Source: an optimization exercise on an open RTL-to-GDS flow (aim: small area and a short achievable clock period). Production flows keep margins and buffers that such runs may drop. In this exercise RTL edits were held to simulation tests only and were not proved equivalent to the original. The clock port is modelled as an ideal driver; clocking choices that lean on that would not hold on a real chip. Power and IR drop assume default switching activity.

== job 2632 ==
## pe
module pe (
    input               clk,
    input               rst,
    input  signed [7:0] weight,
    input  signed [7:0] inmap,
    input               inmap_vld,
    input               weight_vld,
    input  signed [7:0] bias,
    output signed [7:0] outmap,
    output              outmap_vld,
    output signed [15:0] outraw
);
For scale: roughly 360 cells after synthesis, ~21 flip-flops, about 53 I/O pins.
==> flow/config.mk <==
export PLATFORM = sky130hd
export DESIGN_NAME = pe
export DESIGN_NICKNAME = pe
export VERILOG_FILES = /design/flow/design.v
export SDC_FILE = /design/flow/constraint.sdc
export NUM_CORES = 4
export LEC_CHECK = 0
export CAP_MARGIN = 20
export CORE_MARGIN = 2
export CORE_UTILIZATION = 40
export SLEW_MARGIN = 20
==> flow/constraint.sdc <==
create_clock -name core_clock -period 10.5 [get_ports {clk}]
set_input_delay 2.1000 -clock core_clock [delete_from_list [all_inputs] [get_ports {clk}]]
set_output_delay 2.1000 -clock core_clock [all_outputs]
set_load 0.01 [all_outputs]
standard.sh (not shown) runs the stock make flow with config.mk's settings and CLKGATE_MAP_FILE= SYNTH_SCRIPT=/design/flow/synth_recipe.tcl, a recipe that flattens the netlist after the stock synthesis.
==> flow/flow/run.sh <==
#!/bin/bash
# Own layout flow: the standard ORFS layout (standard.sh) with two changes:
#  - port buffers use buf_2 instead of the buffer the port buffering picks by default
#    (every input and output port still gets its own buffer);
#  - before clock-tree synthesis, a timing-driven sizing pass (gate upsizing and pin
#    swaps only, no new buffers) aims at a worst slack somewhat above the placed one.
set -euo pipefail
here=$(cd "$(dirname "$0")" && pwd)
export BUFFER_PORTS_ARGS="-buffer_cell sky130_fd_sc_hd__buf_2"
export PRE_CTS_TCL="$here/pre_cts.tcl"
export SIZE_EXTRA_SLACK="${SIZE_EXTRA_SLACK:-0.35}"
bash standard.sh > standard_flow.log 2>&1
==> flow/flow/pre_cts.tcl <==
# Timing-driven gate sizing before CTS: upsize gates and swap pins (no buffering) on the
# worst paths until the worst slack is SIZE_EXTRA_SLACK ns above what placement left.
estimate_parasitics -placement
set ws [worst_slack -max]
puts "pre_cts sizing: worst slack $ws, target [expr {$ws + $::env(SIZE_EXTRA_SLACK)}]"
repair_timing -setup -setup_margin [expr {$ws + $::env(SIZE_EXTRA_SLACK)}] \
  -sequence "sizeup,swap" -repair_tns 0 -verbose
puts "pre_cts sizing: worst slack now [worst_slack -max]"
The final layout from job 2632, which completed every stage, passed the timing, design-rule and antenna checks at the end of the flow.
### job 2632 -> job 5665
# job 2632
export LEC_CHECK = 0
export CAP_MARGIN = 20
export CORE_MARGIN = 2
export CORE_UTILIZATION = 40
export SLEW_MARGIN = 20
create_clock -name core_clock -period 10.5 [get_ports {clk}]
# job 5665
export LEC_CHECK = 0
export CAP_MARGIN = 20
export CORE_MARGIN = 2
export CORE_UTILIZATION = 60
export SLEW_MARGIN = 20
create_clock -name core_clock -period 10.5 [get_ports {clk}]
==> flow/flow/run.sh <==
#!/bin/bash
# Own layout flow: the standard ORFS layout, with port buffers of a small, fast buffer
# (buf_2) instead of the default the port buffering picks; every port still gets a buffer.
set -euo pipefail
export BUFFER_PORTS_ARGS="-buffer_cell sky130_fd_sc_hd__buf_2"
bash standard.sh > standard_flow.log 2>&1
removed: flow/flow/pre_cts.tcl
Power: job 5665 draws less than job 2632
In the reports for job 5665 and job 2632, the smaller achievable frequency belongs to job 5665.
Summary of job 5665 over job 2632: height of the die went down; required time reported for the critical path endpoint did not really move; post-route clock skew went up.

* * *

## job 101
pe, a different RTL version from the one above (not shown whole).
Size in the first run: roughly 360 cells after synthesis, about 21 flip-flops, roughly 53 I/O pins, ~3200 sq um of cells after synthesis.
export LEC_CHECK = 0
export CAP_MARGIN = 20
export CORE_MARGIN = 2
export CORE_UTILIZATION = 40
export SLEW_MARGIN = 60
export SYNTH_HIERARCHICAL = 1
export SYNTH_MINIMUM_KEEP_SIZE = 0
create_clock -name core_clock -period 10.5 [get_ports {clk}]
==> flow/flow/run.sh <==
#!/bin/bash
# Own layout flow: the standard ORFS layout (standard.sh) with two changes:
#  - port buffers use buf_2 instead of the buffer the port buffering picks by default
#    (every input and output port still gets its own buffer);
#  - before clock-tree synthesis, a timing-driven sizing pass (gate upsizing and pin
#    swaps only, no new buffers) aims at a worst slack somewhat above the placed one.
set -euo pipefail
here=$(cd "$(dirname "$0")" && pwd)
export BUFFER_PORTS_ARGS="-buffer_cell sky130_fd_sc_hd__buf_2"
export PRE_CTS_TCL="$here/pre_cts.tcl"
export SIZE_EXTRA_SLACK="${SIZE_EXTRA_SLACK:-0.35}"
bash standard.sh > standard_flow.log 2>&1
==> flow/flow/pre_cts.tcl <==
# Timing-driven gate sizing before CTS: upsize gates and swap pins (no buffering) on the
# worst paths until the worst slack is SIZE_EXTRA_SLACK ns above what placement left.
estimate_parasitics -placement
set ws [worst_slack -max]
puts "pre_cts sizing: worst slack $ws, target [expr {$ws + $::env(SIZE_EXTRA_SLACK)}]"
repair_timing -setup -setup_margin [expr {$ws + $::env(SIZE_EXTRA_SLACK)}] \
  -sequence "sizeup,swap,clone" -repair_tns 0 -verbose
puts "pre_cts sizing: worst slack now [worst_slack -max]"
> inputs changed (job 101 -> job 102)
==> flow/flow/run.sh <==
#!/bin/bash
# Own layout flow: the standard ORFS layout (standard.sh, which also runs the standard
# synthesis) with two changes:
#  - port buffers are buf_1 instead of the buffer the port buffering picks by default
#    (every input and output port still gets its own buffer; the sizing may upsize it);
#  - before clock-tree synthesis, pre_cts.tcl runs a timing-driven sizing pass (gate
#    upsizing and pin swaps only) aiming at a worst slack SIZE_EXTRA_SLACK ns above the
#    placed one.
# The final report's power-grid check has failed now and then on a placement; if the run
# fails, it is redone from scratch with a slightly smaller sizing target. Each attempt's
# output is in standard_flow_<target>.log; ORFS's own logs are under orfs/logs.
set -uo pipefail
here=$(cd "$(dirname "$0")" && pwd)
export BUFFER_PORTS_ARGS="-buffer_cell sky130_fd_sc_hd__buf_1"
export PRE_CTS_TCL="$here/pre_cts.tcl"
export SETUP_SLACK_MARGIN=2.3 SETUP_MOVE_SEQUENCE=sizeup,swap TNS_END_PERCENT=0
for x in 0.45 0.40 0.35 0.30; do
  rm -rf orfs out/final.def
  if SIZE_EXTRA_SLACK=$x bash standard.sh > "standard_flow_$x.log" 2>&1 && [[ -f out/final.def ]]; then
    echo "layout done with sizing target +$x ns"
    exit 0
  fi
  echo "layout with sizing target +$x ns failed; see standard_flow_$x.log"
done
exit 1
--- a/flow/flow/pre_cts.tcl
+++ b/flow/flow/pre_cts.tcl
@@ -6,3 +6,3 @@
 repair_timing -setup -setup_margin [expr {$ws + $::env(SIZE_EXTRA_SLACK)}] \
-  -sequence "sizeup,swap,clone" -repair_tns 0 -verbose
+  -sequence "sizeup,swap" -repair_tns 0 -verbose
 puts "pre_cts sizing: worst slack now [worst_slack -max]"
==> comparison <==
Job 102: no failed stages, no open violations at the end. Total wire length: higher on job 101. Job 102: met3 usage in global routing lower than job 101. Count of non-filler cells in the finished layout, job 101 and job 102: larger value in job 101. Final area in job 102 is 120 sq um above job 101.
## Diff of input files: job 103 against job 102
# job 102
export LEC_CHECK = 0
export CAP_MARGIN = 20
export CORE_MARGIN = 2
export CORE_UTILIZATION = 40
export SLEW_MARGIN = 60
export SYNTH_HIERARCHICAL = 1
export SYNTH_MINIMUM_KEEP_SIZE = 0
create_clock -name core_clock -period 10.5 [get_ports {clk}]
# job 103
export LEC_CHECK = 0
export CAP_MARGIN = 20
export CORE_MARGIN = 2
export CORE_UTILIZATION = 50
export SLEW_MARGIN = 60
export SYNTH_HIERARCHICAL = 1
export SYNTH_MINIMUM_KEEP_SIZE = 0
create_clock -name core_clock -period 10.5 [get_ports {clk}]
--- a/flow/flow/run.sh
+++ b/flow/flow/run.sh
@@ -15,3 +15,2 @@
 export PRE_CTS_TCL="$here/pre_cts.tcl"
-export SETUP_SLACK_MARGIN=2.3 SETUP_MOVE_SEQUENCE=sizeup,swap TNS_END_PERCENT=0
 for x in 0.45 0.40 0.35 0.30; do
### Flow results
Job 103 went all the way through synthesis, placement and routing and the layout is clean on timing, DRC and antenna. Job 102 finished all stages; the layout is clean. Measured against each other, job 102 and job 103 differ in routed wire length, the higher figure coming from job 102. Cell count: lower on job 103. Sort job 102 and job 103 by minimum setup slack in the final design desc -> top: job 102. Between job 103 and job 102, it is job 103 whose area of the die is lower, by about 20%. Diff job 102 -> job 103: met3 layer wire length in the routed design shrank by 20%, synthesized-area fraction occupied by adder cells neither gained nor lost much, sequential share of layout area moved up.
Input changes introduced in job 104 (baseline for comparison: job 103):
# job 103
export LEC_CHECK = 0
export CAP_MARGIN = 20
export CORE_MARGIN = 2
export CORE_UTILIZATION = 50
export SLEW_MARGIN = 60
export SYNTH_HIERARCHICAL = 1
export SYNTH_MINIMUM_KEEP_SIZE = 0
create_clock -name core_clock -period 10.5 [get_ports {clk}]
# job 104
export LEC_CHECK = 0
export CAP_MARGIN = 20
export CORE_MARGIN = 2
export CORE_UTILIZATION = 40
export SLEW_MARGIN = 60
export SYNTH_HIERARCHICAL = 1
export SYNTH_MINIMUM_KEEP_SIZE = 0
create_clock -name core_clock -period 10.5 [get_ports {clk}]
From job 103 to job 104 the numbers moved as follows: worst-case register-to-register setup slack lower; multi-input gate share of total cell area lower; total of clock buffers placed in the layout higher; worst setup slack lower.
Edits applied to the flow inputs when going from job 104 to job 105:
# job 104
export LEC_CHECK = 0
export CAP_MARGIN = 20
export CORE_MARGIN = 2
export CORE_UTILIZATION = 40
export SLEW_MARGIN = 60
export SYNTH_HIERARCHICAL = 1
export SYNTH_MINIMUM_KEEP_SIZE = 0
create_clock -name core_clock -period 10.5 [get_ports {clk}]
# job 105
export LEC_CHECK = 0
export CAP_MARGIN = 20
export CORE_MARGIN = 2
export CORE_UTILIZATION = 40
export PLACE_DENSITY = 0.8
export SLEW_MARGIN = 60
export SYNTH_HIERARCHICAL = 1
export SYNTH_MINIMUM_KEEP_SIZE = 0
create_clock -name core_clock -period 10.5 [get_ports {clk}]
--- outcome ---
Sum of routed wire length over all layers delta for job 105 relative to job 104: about 3% higher. On sum of internal, switching and leakage power, job 105 does worse than job 104. Job 105 ends up with higher placed wire-length estimate after detailed placement than job 104 does. Area: job 105 vs job 104 -> job 105 smaller. In the reports for job 104 and job 105, the smaller global routing met3 resource utilization belongs to job 105. Between job 105 and job 104, the number of nets in the final layout does not differ in any meaningful way. Compare job 104 and job 105 | total internal power higher: job 104.

[separate check: timing with driven ports]
Ports are ideal in the flow. The routed layouts listed here were re-timed in OpenROAD. Step 1, drivers: a clkbuf_16 drives clk and a buf_2 each remaining input, both assumed. Step 2 moves the port delays by t, midway between the first and last clock arrival at a register: inputs arrive t later, outputs are due t later. That takes back most of the time a late clock gives input paths. Slacks: ideal ports / drivers / drivers and shift; pairs: ideal ports / drivers.
| run | t (ns) | slack for setup (ns) | worst setup path at the end | clock arrival spread, ns | worst data-port slew with drivers (ns) |
|---|---|---|---|---|---|
| job 2632 | 0.284 | 1.544 / 1.516 / 1.516 | input to output | 0.002 / 0.002 | 0.03 |
| job 5665 | 0.280 | 0.983 / 0.963 / 0.963 | input to output | 0.005 / 0.005 | 0.03 |
| job 101 | 0.277 | 2.126 / 2.092 / 2.092 | input to output | 0.002 / 0.003 | 0.04 |
| job 102 | 0.288 | 2.390 / 2.370 / 2.370 | input to output | 0.002 / 0.002 | 0.06 |
| job 103 | 0.292 | 2.210 / 2.188 / 2.188 | input to output | 0.007 / 0.006 | 0.04 |
| job 104 | 0.281 | 2.125 / 2.105 / 2.105 | input to output | 0.005 / 0.005 | 0.04 |
| job 105 | 0.292 | 1.728 / 1.707 / 1.707 | input to output | 0.007 / 0.007 | 0.04 |
After both steps every run listed still meets setup and hold. The setup slack of job 101, which loses most, moves by -0.034 ns with the drivers and by -0.034 ns with both steps.
